What follows belongs to an exercise in optimizing a design on an open flow for small area and a short achievable clock period; a production flow would make more cautious choices.
RTL that was checked went through simulation tests only; none was proved equivalent to the original.
No functional check of the RTL was part of run 2.

==> flow/design.v (outline; a module is shown in full before it is edited, if it fits) <==
// module square_cell: 14 lines
// module square_cell4: 19 lines
// module square_row19: 101 lines
// module square_row20: 111 lines
// module square_row21: 113 lines
// module square_row22: 123 lines
// module square_row23: 125 lines
// module square_row24: 135 lines
// module square_row25: 137 lines
// module square_row26: 147 lines
// module square_row27: 149 lines
// module square_row28: 159 lines
// module square_row29: 161 lines
// module square_row30: 171 lines
// module square_row31: 173 lines
// module square_row4_3: 92 lines
// module square_row4_5: 110 lines
// module square_row4_7: 134 lines
// module square_row4_9: 152 lines
// module square_row4_11: 182 lines
// module square_row4_13: 200 lines
// module square_row4_15: 224 lines
// module square_row4_17: 242 lines
// module square_extractor: 283 lines
module square_extractor #(
	parameter WIDTH = 32
)(
	input clk,     
	input rst_n,   
	input din_valid,
	input [2 * WIDTH - 1:0]radicand,
	output dout_valid,
	output [WIDTH - 1:0]dout,
	output [2 * WIDTH - 1:0]remainder
);
  // ...
==> flow/flow/run.sh <==
#!/bin/bash
# Own flow: the standard layout (standard.sh, all steps unchanged), except
# that synthesis skips Yosys's extract_fa step and maps the combinational
# logic with flow/abc.script (ORFS's abc_area.script); see flow/synth.tcl.
# Each step's full output goes to a log file of its own in this folder.
set -euo pipefail
W=$(pwd)
export OWN_WORK=$W
export OWN_ABC_SCRIPT=$W/flow/abc.script
for step in synth floorplan place cts route finish; do
  bash standard.sh SYNTH_SCRIPT=$W/flow/synth.tcl $step > $W/$step.log 2>&1
done
==> flow/flow/abc.script <==
strash
dch
map -B 0.9
topo
stime -c
buffer -c
upsize -c
dnsize -c
==> flow/flow/synth.tcl <==
# The standard flow's synthesis script (synth_recipe.tcl in the work folder), without
# Yosys's extract_fa step (ORFS's mapping of full and half adders onto the
# library's fa/ha cells) and with Yosys's abc pass run on flow/abc.script.
# Only the mapping of the combinational logic changes; the flip-flops and
# their names are the standard synthesis's.
proc extract_fa {args} { puts "own flow: extract_fa skipped" }
proc abc {args} {
  set i [lsearch $args -script]
  lset args [expr {$i + 1}] $::env(OWN_ABC_SCRIPT)
  puts "own flow: abc $args"
  yosys abc {*}$args
}
source $::env(OWN_WORK)/synth_recipe.tcl
==> flow/standard.sh <==
#!/bin/bash
# synth_recipe.tcl (not shown) runs the flow's synth.tcl, then flattens the netlist and writes it again
# the make line also repeats each setting of config.mk as NAME=value (left out here)
make -C /OpenROAD-flow-scripts/flow DESIGN_CONFIG=/design/flow/config.mk WORK_HOME=/design/flow/orfs CLKGATE_MAP_FILE= SYNTH_SCRIPT=/design/flow/synth_recipe.tcl "${@:-finish}"
==> flow/config.mk <==
export PLATFORM = sky130hd
export DESIGN_NAME = square_extractor
export DESIGN_NICKNAME = square_extractor
export VERILOG_FILES = /design/flow/design.v
export SDC_FILE = /design/flow/constraint.sdc
export NUM_CORES = 8
export LEC_CHECK = 0
export ABC_AREA = 1
export CAP_MARGIN = 10
export CORE_MARGIN = 2
export CORE_UTILIZATION = 40
export CTS_CLUSTER_DIAMETER = 200
export CTS_CLUSTER_SIZE = 20
export SETUP_SLACK_MARGIN = 3.1
export SLEW_MARGIN = 10
==> flow/constraint.sdc <==
create_clock -name core_clock -period 5.5 [get_ports {clk}]
set_input_delay 1.1000 -clock core_clock [delete_from_list [all_inputs] [get_ports {clk}]]
set_output_delay 1.1000 -clock core_clock [all_outputs]
set_load 0.01 [all_outputs]
==> reports/results.txt, run 1 <==
XOR/XNOR Fraction of Synth Area - 6.47%
Overall Global Routing Usage - 19.5%
Met3 WL - 6490 um
Cell taking the most area after synthesis - dfxtp_1
Die Y - 405 um
CTS tree - built
Busiest grt layer - met2
CLK BUF - 85
Residual DRC - 0
Worst Tran Pin Value - 1.31 ns
Synth top cells by count - nand2_1, dfxtp_1, nor2_1, inv_1, nand3_1
Fmax achieved - 0.427 GHz
Outcome - complete, no violations
Layout Cells excl Fill - 11,400
ANT nets after route - 0
Delay-heaviest family, CP - simple AND/OR/NAND/NOR gates
Origin of the critical flop-to-flop path - r_s16[8]
DIE AREA - 164,000 um2
Synth Area in Simple Gates - 30.6%
Fraction of area in registers - 39.7%
GR Layer Usage met3 - 2.13%
Clock sink count - 1,452
Mux contribution to synthesized area - 0%
Register area share after synthesis - 45.5%
Root Buffer - clkbuf_16
Share of cells above drive strength 1 - 14.9%
==> module square_extractor, before the edit <==
module square_extractor #(
	parameter WIDTH = 32
)(
	input clk,     
	input rst_n,   
	input din_valid,
	input [2 * WIDTH - 1:0]radicand,
	output dout_valid,
	output [WIDTH - 1:0]dout,
	output [2 * WIDTH - 1:0]remainder
);
	wire [2:0] qn3;
	wire [3:0] r3;
	wire [2:0] q3_t;
	wire [5:0] sq3_t;
	assign q3_t = (radicand[63:58] >= 6'd49) ? 3'd7 : (radicand[63:58] >= 6'd36) ? 3'd6 : (radicand[63:58] >= 6'd25) ? 3'd5 : (radicand[63:58] >= 6'd16) ? 3'd4 : (radicand[63:58] >= 6'd9) ? 3'd3 : (radicand[63:58] >= 6'd4) ? 3'd2 : (radicand[63:58] >= 6'd1) ? 3'd1 : 3'd0;
	assign sq3_t = (radicand[63:58] >= 6'd49) ? 6'd49 : (radicand[63:58] >= 6'd36) ? 6'd36 : (radicand[63:58] >= 6'd25) ? 6'd25 : (radicand[63:58] >= 6'd16) ? 6'd16 : (radicand[63:58] >= 6'd9) ? 6'd9 : (radicand[63:58] >= 6'd4) ? 6'd4 : (radicand[63:58] >= 6'd1) ? 6'd1 : 6'd0;
	assign qn3 = ~q3_t;
	wire [5:0] r3_t = radicand[63:58] - sq3_t;
	assign r3 = r3_t[3:0];
	wire [57:0] x3 = radicand[57:0];
	reg v_s0;
	reg [2:0] qn_s0;
	reg [3:0] r_s0;
	reg [57:0] x_s0;
	always @(posedge clk or negedge rst_n)
		if (!rst_n) v_s0 <= 1'b0;
		else v_s0 <= din_valid;
	always @(posedge clk) begin qn_s0 <= qn3; r_s0 <= r3; x_s0 <= x3; end
	wire [4:0] qn5;
	wire [5:0] r5;
	square_row4_3 u_step3 (.r(r_s0), .qn(qn_s0), .b(x_s0[57:54]), .nr(r5), .nqn(qn5));
	wire [53:0] x5 = x_s0[53:0];
	reg v_s1;
	reg [4:0] qn_s1;
	reg [5:0] r_s1;
	reg [53:0] x_s1;
	always @(posedge clk or negedge rst_n)
		if (!rst_n) v_s1 <= 1'b0;
		else v_s1 <= v_s0;
	always @(posedge clk) begin qn_s1 <= qn5; r_s1 <= r5; x_s1 <= x5; end
	wire [6:0] qn7;
	wire [7:0] r7;
	square_row4_5 u_step5 (.r(r_s1), .qn(qn_s1), .b(x_s1[53:50]), .nr(r7), .nqn(qn7));
	wire [49:0] x7 = x_s1[49:0];
	reg v_s2;
	reg [6:0] qn_s2;
	reg [7:0] r_s2;
	reg [49:0] x_s2;
	always @(posedge clk or negedge rst_n)
		if (!rst_n) v_s2 <= 1'b0;
		else v_s2 <= v_s1;
	always @(posedge clk) begin qn_s2 <= qn7; r_s2 <= r7; x_s2 <= x7; end
	wire [8:0] qn9;
	wire [9:0] r9;
	square_row4_7 u_step7 (.r(r_s2), .qn(qn_s2), .b(x_s2[49:46]), .nr(r9), .nqn(qn9));
	wire [45:0] x9 = x_s2[45:0];
	reg v_s3;
	reg [8:0] qn_s3;
	reg [9:0] r_s3;
	reg [45:0] x_s3;
	always @(posedge clk or negedge rst_n)
		if (!rst_n) v_s3 <= 1'b0;
		else v_s3 <= v_s2;
	always @(posedge clk) begin qn_s3 <= qn9; r_s3 <= r9; x_s3 <= x9; end
	wire [10:0] qn11;
	wire [11:0] r11;
	square_row4_9 u_step9 (.r(r_s3), .qn(qn_s3), .b(x_s3[45:42]), .nr(r11), .nqn(qn11));
	wire [41:0] x11 = x_s3[41:0];
	reg v_s4;
	reg [10:0] qn_s4;
	reg [11:0] r_s4;
	reg [41:0] x_s4;
	always @(posedge clk or negedge rst_n)
		if (!rst_n) v_s4 <= 1'b0;
		else v_s4 <= v_s3;
	always @(posedge clk) begin qn_s4 <= qn11; r_s4 <= r11; x_s4 <= x11; end
	wire [12:0] qn13;
	wire [13:0] r13;
	square_row4_11 u_step11 (.r(r_s4), .qn(qn_s4), .b(x_s4[41:38]), .nr(r13), .nqn(qn13));
	wire [37:0] x13 = x_s4[37:0];
	reg v_s5;
	reg [12:0] qn_s5;
	reg [13:0] r_s5;
	reg [37:0] x_s5;
	always @(posedge clk or negedge rst_n)
		if (!rst_n) v_s5 <= 1'b0;
		else v_s5 <= v_s4;
	always @(posedge clk) begin qn_s5 <= qn13; r_s5 <= r13; x_s5 <= x13; end
	wire [14:0] qn15;
	wire [15:0] r15;
	square_row4_13 u_step13 (.r(r_s5), .qn(qn_s5), .b(x_s5[37:34]), .nr(r15), .nqn(qn15));
	wire [33:0] x15 = x_s5[33:0];
	reg v_s6;
	reg [14:0] qn_s6;
	reg [15:0] r_s6;
	reg [33:0] x_s6;
	always @(posedge clk or negedge rst_n)
		if (!rst_n) v_s6 <= 1'b0;
		else v_s6 <= v_s5;
	always @(posedge clk) begin qn_s6 <= qn15; r_s6 <= r15; x_s6 <= x15; end
	wire [16:0] qn17;
	wire [17:0] r17;
	square_row4_15 u_step15 (.r(r_s6), .qn(qn_s6), .b(x_s6[33:30]), .nr(r17), .nqn(qn17));
	wire [29:0] x17 = x_s6[29:0];
	reg v_s7;
	reg [16:0] qn_s7;
	reg [17:0] r_s7;
	reg [29:0] x_s7;
	always @(posedge clk or negedge rst_n)
		if (!rst_n) v_s7 <= 1'b0;
		else v_s7 <= v_s6;
	always @(posedge clk) begin qn_s7 <= qn17; r_s7 <= r17; x_s7 <= x17; end
	wire [18:0] qn19;
	wire [19:0] r19;
	square_row4_17 u_step17 (.r(r_s7), .qn(qn_s7), .b(x_s7[29:26]), .nr(r19), .nqn(qn19));
	wire [25:0] x19 = x_s7[25:0];
	reg v_s8;
	reg [18:0] qn_s8;
	reg [19:0] r_s8;
	reg [25:0] x_s8;
	always @(posedge clk or negedge rst_n)
		if (!rst_n) v_s8 <= 1'b0;
		else v_s8 <= v_s7;
	always @(posedge clk) begin qn_s8 <= qn19; r_s8 <= r19; x_s8 <= x19; end
	wire [19:0] qn20;
	wire [20:0] r20;
	square_row19 u_step19 (.r(r_s8), .qn(qn_s8), .b(x_s8[25:24]), .nr(r20), .nqn(qn20));
	wire [23:0] x20 = x_s8[23:0];
	reg v_s9;
	reg [19:0] qn_s9;
	reg [20:0] r_s9;
	reg [23:0] x_s9;
	always @(posedge clk or negedge rst_n)
		if (!rst_n) v_s9 <= 1'b0;
		else v_s9 <= v_s8;
	always @(posedge clk) begin qn_s9 <= qn20; r_s9 <= r20; x_s9 <= x20; end
	wire [20:0] qn21;
	wire [21:0] r21;
	square_row20 u_step20 (.r(r_s9), .qn(qn_s9), .b(x_s9[23:22]), .nr(r21), .nqn(qn21));
	wire [21:0] x21 = x_s9[21:0];
	reg v_s10;
	reg [20:0] qn_s10;
	reg [21:0] r_s10;
	reg [21:0] x_s10;
	always @(posedge clk or negedge rst_n)
		if (!rst_n) v_s10 <= 1'b0;
		else v_s10 <= v_s9;
	always @(posedge clk) begin qn_s10 <= qn21; r_s10 <= r21; x_s10 <= x21; end
	wire [21:0] qn22;
	wire [22:0] r22;
	square_row21 u_step21 (.r(r_s10), .qn(qn_s10), .b(x_s10[21:20]), .nr(r22), .nqn(qn22));
	wire [19:0] x22 = x_s10[19:0];
	reg v_s11;
	reg [21:0] qn_s11;
	reg [22:0] r_s11;
	reg [19:0] x_s11;
	always @(posedge clk or negedge rst_n)
		if (!rst_n) v_s11 <= 1'b0;
		else v_s11 <= v_s10;
	always @(posedge clk) begin qn_s11 <= qn22; r_s11 <= r22; x_s11 <= x22; end
	wire [22:0] qn23;
	wire [23:0] r23;
	square_row22 u_step22 (.r(r_s11), .qn(qn_s11), .b(x_s11[19:18]), .nr(r23), .nqn(qn23));
	wire [17:0] x23 = x_s11[17:0];
	reg v_s12;
	reg [22:0] qn_s12;
	reg [23:0] r_s12;
	reg [17:0] x_s12;
	always @(posedge clk or negedge rst_n)
		if (!rst_n) v_s12 <= 1'b0;
		else v_s12 <= v_s11;
	always @(posedge clk) begin qn_s12 <= qn23; r_s12 <= r23; x_s12 <= x23; end
	wire [23:0] qn24;
	wire [24:0] r24;
	square_row23 u_step23 (.r(r_s12), .qn(qn_s12), .b(x_s12[17:16]), .nr(r24), .nqn(qn24));
	wire [15:0] x24 = x_s12[15:0];
	reg v_s13;
	reg [23:0] qn_s13;
	reg [24:0] r_s13;
	reg [15:0] x_s13;
	always @(posedge clk or negedge rst_n)
		if (!rst_n) v_s13 <= 1'b0;
		else v_s13 <= v_s12;
	always @(posedge clk) begin qn_s13 <= qn24; r_s13 <= r24; x_s13 <= x24; end
	wire [24:0] qn25;
	wire [25:0] r25;
	square_row24 u_step24 (.r(r_s13), .qn(qn_s13), .b(x_s13[15:14]), .nr(r25), .nqn(qn25));
	wire [13:0] x25 = x_s13[13:0];
	reg v_s14;
	reg [24:0] qn_s14;
	reg [25:0] r_s14;
	reg [13:0] x_s14;
	always @(posedge clk or negedge rst_n)
		if (!rst_n) v_s14 <= 1'b0;
		else v_s14 <= v_s13;
	always @(posedge clk) begin qn_s14 <= qn25; r_s14 <= r25; x_s14 <= x25; end
	wire [25:0] qn26;
	wire [26:0] r26;
	square_row25 u_step25 (.r(r_s14), .qn(qn_s14), .b(x_s14[13:12]), .nr(r26), .nqn(qn26));
	wire [11:0] x26 = x_s14[11:0];
	reg v_s15;
	reg [25:0] qn_s15;
	reg [26:0] r_s15;
	reg [11:0] x_s15;
	always @(posedge clk or negedge rst_n)
		if (!rst_n) v_s15 <= 1'b0;
		else v_s15 <= v_s14;
	always @(posedge clk) begin qn_s15 <= qn26; r_s15 <= r26; x_s15 <= x26; end
	wire [26:0] qn27;
	wire [27:0] r27;
	square_row26 u_step26 (.r(r_s15), .qn(qn_s15), .b(x_s15[11:10]), .nr(r27), .nqn(qn27));
	wire [9:0] x27 = x_s15[9:0];
	reg v_s16;
	reg [26:0] qn_s16;
	reg [27:0] r_s16;
	reg [9:0] x_s16;
	always @(posedge clk or negedge rst_n)
		if (!rst_n) v_s16 <= 1'b0;
		else v_s16 <= v_s15;
	always @(posedge clk) begin qn_s16 <= qn27; r_s16 <= r27; x_s16 <= x27; end
	wire [27:0] qn28;
	wire [28:0] r28;
	square_row27 u_step27 (.r(r_s16), .qn(qn_s16), .b(x_s16[9:8]), .nr(r28), .nqn(qn28));
	wire [7:0] x28 = x_s16[7:0];
	reg v_s17;
	reg [27:0] qn_s17;
	reg [28:0] r_s17;
	reg [7:0] x_s17;
	always @(posedge clk or negedge rst_n)
		if (!rst_n) v_s17 <= 1'b0;
		else v_s17 <= v_s16;
	always @(posedge clk) begin qn_s17 <= qn28; r_s17 <= r28; x_s17 <= x28; end
	wire [28:0] qn29;
	wire [29:0] r29;
	square_row28 u_step28 (.r(r_s17), .qn(qn_s17), .b(x_s17[7:6]), .nr(r29), .nqn(qn29));
	wire [5:0] x29 = x_s17[5:0];
	reg v_s18;
	reg [28:0] qn_s18;
	reg [29:0] r_s18;
	reg [5:0] x_s18;
	always @(posedge clk or negedge rst_n)
		if (!rst_n) v_s18 <= 1'b0;
		else v_s18 <= v_s17;
	always @(posedge clk) begin qn_s18 <= qn29; r_s18 <= r29; x_s18 <= x29; end
	wire [29:0] qn30;
	wire [30:0] r30;
	square_row29 u_step29 (.r(r_s18), .qn(qn_s18), .b(x_s18[5:4]), .nr(r30), .nqn(qn30));
	wire [3:0] x30 = x_s18[3:0];
	reg v_s19;
	reg [29:0] qn_s19;
	reg [30:0] r_s19;
	reg [3:0] x_s19;
	always @(posedge clk or negedge rst_n)
		if (!rst_n) v_s19 <= 1'b0;
		else v_s19 <= v_s18;
	always @(posedge clk) begin qn_s19 <= qn30; r_s19 <= r30; x_s19 <= x30; end
	wire [30:0] qn31;
	wire [31:0] r31;
	square_row30 u_step30 (.r(r_s19), .qn(qn_s19), .b(x_s19[3:2]), .nr(r31), .nqn(qn31));
	wire [1:0] x31 = x_s19[1:0];
	reg v_s20;
	reg [30:0] qn_s20;
	reg [31:0] r_s20;
	reg [1:0] x_s20;
	always @(posedge clk or negedge rst_n)
		if (!rst_n) v_s20 <= 1'b0;
		else v_s20 <= v_s19;
	always @(posedge clk) begin qn_s20 <= qn31; r_s20 <= r31; x_s20 <= x31; end
	wire [31:0] qn32;
	wire [32:0] r32;
	square_row31 u_step31 (.r(r_s20), .qn(qn_s20), .b(x_s20[1:0]), .nr(r32), .nqn(qn32));
	reg v_s21;
	reg [31:0] qn_s21;
	reg [32:0] r_s21;
	always @(posedge clk or negedge rst_n)
		if (!rst_n) v_s21 <= 1'b0;
		else v_s21 <= v_s20;
	always @(posedge clk) begin qn_s21 <= qn32; r_s21 <= r32; end
	assign dout_valid = v_s21;
	assign dout = ~qn_s21;
	assign remainder = {31'b0, r_s21};
endmodule
==> run 2, diff against run 1 <==
--- a/flow/design.v
+++ b/flow/design.v
@@ -3447,3 +3447,3 @@
 	reg v_s21;
-	reg [31:0] qn_s21;
+	reg [31:0] q_s21;
 	reg [32:0] r_s21;
@@ -3452,5 +3452,5 @@
 		else v_s21 <= v_s20;
-	always @(posedge clk) begin qn_s21 <= qn32; r_s21 <= r32; end
+	always @(posedge clk) begin q_s21 <= ~qn32; r_s21 <= r32; end
 	assign dout_valid = v_s21;
-	assign dout = ~qn_s21;
+	assign dout = q_s21;
 	assign remainder = {31'b0, r_s21};
--- a/flow/config.mk
+++ b/flow/config.mk
@@ -8,3 +8,3 @@
 export ABC_AREA = 1
-export CAP_MARGIN = 10
+export CAP_MARGIN = 20
 export CORE_MARGIN = 2
@@ -14,2 +14,2 @@
 export SETUP_SLACK_MARGIN = 3.1
-export SLEW_MARGIN = 10
+export SLEW_MARGIN = 20
==> reports/results.txt, run 2 <==
Vias per cell - 4.90 (about the same)
Fmax achieved - 0.419 GHz (was 0.427 GHz)
Layout Cells excl Fill - 11,500 (was 11,400)
Post-Syn Area - 63,700 um2 (was 64,200 um2)
Primary FF master, synth - dfxtp_1 (unchanged)
RSZ-0062 raised after global routing - yes (unchanged)
ANT nets after route - 0 (unchanged)
CP Capture Type - flop (unchanged)
Number of synthesized flops with an enable pin - 0 (unchanged)
GR Layer Usage met3 - 2.17% (was 2.13%)
Final Critical Period - 2.39 ns (was 2.34 ns)
Biggest register - x_s0 (unchanged)
Initial antenna violation count - 3 (was 1)
Outcome - complete, no violations (unchanged)
FF-to-FF path depth - 13 (was 16)
Post-DP HPWL - 121,000 um (was 120,000 um)
Final Hold Slack - 0.287 ns (was 0.275 ns)
Worst Tran Pin Value - 0.914 ns (was 1.31 ns)
Placed Cells - 11,100 (about the same)
Crit path kind - reg -> reg (unchanged)
Register area share after synthesis - 45.8% (was 45.5%)
Yosys top cell area share - 44.9% (was 44.6%)
DR vias - 56,300 (was 55,700)
Layout Area Growth over Synthesis - 19.6% (was 15.9%)
GP Congestion - 0.877 (was 0.900)
First-pass GRT wire length - 261,000 um (was 260,000 um)
Hold Crit Class - reg -> reg (unchanged)
Compound-cell area share of the yosys netlist - 9.97% (was 10.3%)
Worst reg2reg path endpoint - r_s7[7] (was r_s17[26])
Longest Clk Path Bufs - 3 (unchanged)
1st-pass router iterations - 6 (unchanged)
CP max FO - 7 (was 12)
Final period util - 43.4% (was 42.6%)
Hold depth - 0 (unchanged)
Hold EP - x_s9[9] (was x_s13[13])
XOR/XNOR Fraction of Synth Area - 6.49% (was 6.47%)
Root Buffer - clkbuf_16 (unchanged)
CP Launch Type - flop (unchanged)
I/O pin cnt - 164 (unchanged)
Cell Rows - 146 (was 147)
Clk_skew - 0.0564 ns (was 0.0694 ns)
Nets@finish - 9,466 (was 9,344)
Number of flip-flops in the largest register - 58 (unchanged)
Overall Global Routing Usage - 19.6% (was 19.5%)
IO buf count - 132 (unchanged)
Most area-consuming cells after synthesis - dfxtp_1, nand2_1, nor2_1 (unchanged)
Avg Cell Area, Syn - 7.09 um2 (was 7.17 um2)
Synth Area in Simple Gates - 30.5% (was 30.6%)
Req. time, crit path - 6.08 ns (was 6.17 ns)
Leading cell types in the layout, fill and taps excluded - nand2_1, dfxtp_1, inv_1 (unchanged)
R2R setup slack - 3.11 ns (was 3.16 ns)
Largest family of logic cells by synthesized area - simple AND/OR/NAND/NOR gates (unchanged)
Die Y - 403 um (was 405 um)
Final hold viol count - 0 (unchanged)
Post-synthesis register bit count - 1,452 (unchanged)
Clk pin slew, worst setup/hold paths - 0.10 ns (was 0.08 ns)
Initial Util - 40.2% (was 40.1%)
Core area - 158,000 um2 (was 160,000 um2)
Crit path DAT - 2.97 ns (was 3.01 ns)
Setup TNS - 0 ns (unchanged)
Mapped Cells - 8,982 (was 8,951)
Final Setup Violations - 0 (unchanged)
H-tree depth - 3 (unchanged)
Largest net degree at the start of global routing - 51 (was 44)
Top flop regs - x_s0 (58), x_s1 (54), x_s2 (50) (unchanged)
Crit-path cells - nand2_2 > inv_2 > nor2_4 > nor2_4 > o21bai_2 > nand4_1 > nor2_4 > nand4_1 > nand2_2 > a21oi_4 > buf_12 > o211ai_1 > nand2_2 (was nand2_1 > inv_2 > nor2_4 > nand3_2 > nor2_4 > nand2_1 > o211ai_4 > inv_2 > o21ai_4 > nand2_2 > nand2_2 > nand2_1 > nand2_4 > buf_12 > nand2_1 > o21ai_1)
Antenna cells - 0 (was 1)
Cell with the most instances after synthesis - nand2_1 (unchanged)
Wire length per cell - 15.2 um (was 14.9 um)
Origin of the critical flop-to-flop path - qn_s6[10] (was r_s16[8])
CP max stage cell - dfxtp_4 (was dfxtp_2)
HP Start - x_s8[9] (was x_s12[13])
Pins Over Slew Limit - 0 (unchanged)
DR iter-0 viols - 3,469 (was 3,408)
Max cap viols - 0 (unchanged)
Clock sink count - 1,452 (unchanged)
Grt total ovfl - 0 (unchanged)
YS warnings - 1 (unchanged)
Die Wd - 403 um (was 405 um)
Fin area - 76,200 um2 (was 74,400 um2)
Mux contribution to synthesized area - 0% (unchanged)
Share of cells above drive strength 1 - 17.3% (was 14.9%)
Area share of fa/ha/maj cells after synthesis - 0% (unchanged)
CTS Buf Count - 82 (unchanged)
GR met1 Demand/Resource - 24.1% (was 23.6%)
Yosys cell types - 59 (was 66)
Area of the multi-input gates - 34,100 um2 (was 33,500 um2)
Residual DRC - 0 (unchanged)
GR met2 Demand/Resource - 35.8% (was 35.4%)
Busiest grt layer - met2 (unchanged)
Fill cell count - 15,400 (was 15,800)
Asr flop ratio synth - 1.52% (unchanged)
Number of global-route vias before repair - 51,600 (was 51,300)
Worst-Skew Late Latency - 0.74 ns (was 0.75 ns)
Placed inst area - 66,900 um2 (was 67,200 um2)
Routed WL - 174,000 um (was 169,000 um)
Reg area - 29,600 um2 (was 29,500 um2)
CP max stage delay - 0.39 ns (was 0.35 ns)
DIE AREA - 163,000 um2 (was 164,000 um2)
CTS tree - built (unchanged)
Synth top cells by count - nand2_1, dfxtp_1, nor2_1, inv_1, nand3_1 (unchanged)
Cell taking the most area after synthesis - dfxtp_1 (unchanged)
Most common cell after layout, fill and taps aside - nand2_1 (unchanged)
Max_slew headroom - 38.9% (was 12.6%)
## run 2: changes by cell type in the layout (fill, tap and decap cells not counted), moves of 25 or more
cell	change
o21ai_0	+40
nand2_2	+66
o21ai_1	-38
inv_1	+33
nor2_1	-34
o21ai_2	-26
nand2_4	+25
nand2_1	-77
buf_4	+68
## run 2: through the flow
stage | utilization, % | setup WS (ns)
2_1_floorplan | - | 3.26
3_3_place_gp | 42.2 | 1.75
3_5_place_dp | 42.2 | 2.04
4_1_cts | 44.8 | 3.07
5_1_grt | 48.1 | 2.97
6_report | 48.1 | 3.11
## run 2: logic make-up after synthesis
| logic type | count (synthesis) |
|---|---|
| other cells | 1 |
| compound gates | 1159 |
| flops | 1452 |
| buf+inv | 1117 |
| xor+xnor | 472 |
| simple gates | 4781 |
## run 2: how the worst max path moves through the flow
stage	from	endpoint
2_1_floorplan	radicand[60]	r_s0[3]
3_3_place_gp	qn_s6[14]	r_s7[0]
3_5_place_dp	qn_s6[3]	r_s7[0]
4_1_cts	r_s12[6]	r_s13[20]
5_1_grt	qn_s6[10]	r_s7[12]
6_report	qn_s6[10]	r_s7[7]
## run 2: layout make-up
class,instances,share of cell area (%)
repair buffers,402,4.95
multi-input cells,6474,44.7
flip-flops and latches,1452,38.8
well taps,2072,3.40
clock inverters,8,0.256
repair inverters,10,0.126
clock buffers,85,2.71
inverters,977,5.05
## run 2: timing repair
item / CTS / global route
endpoints found under the setup margin: 523 / 458
hold buffers: 0 / 0
setup buffers: 79 / 158
pin swaps: 45 / 204
cloned: 24 / 39
gates resized for setup: 636 / 1080
## run 2: routing by layer
metal / up-vias / wire length [um]
met4: 2 / 4860
met2: 1077 / 86500
met1: 26000 / 75500
met3: 275 / 7070
li1: 28900 / -
met5: - / 13
## run 2: critical path: cells and delay by family (launching register included)
family	cells	cell delay (ns)
DFF	1	0.39
AOI/OAI and AO/OA	3	0.45
and+or+nand+nor	8	1.14
buffers and inverters	2	0.25

re-timing with driven ports:
How much do the figures lean on ideal ports? The routed layouts below were timed once more, with nothing changed but the port constraints.
Step 1 sets driving cells, clkbuf_16 on the clock port and buf_2 on the other inputs (assumed; they add their load-dependent delay and slew).
Step 2 adds t to the input delays and takes it off the output delays; t is the mean of the earliest and latest rising clock arrival at the registers after step 1. Input paths then give back, and output paths get back, about the clock's delay inside the block.
a / b / c = ideal ports / drivers / drivers and shift; a / b = the first two.
| run | shift t [ns] | setup WS [ns] | pins driven straight from the clock port |
|---|---|---|---|
| run 1 | 0.798 | 3.159 / 3.079 / 2.643 | 1 |
| run 2 | 0.790 | 3.115 / 3.102 / 2.597 | 1 |
After both steps every run listed still meets setup and hold. For run 2, which loses most, drivers alone change the setup slack by -0.013 ns; drivers and shift together by -0.518 ns.
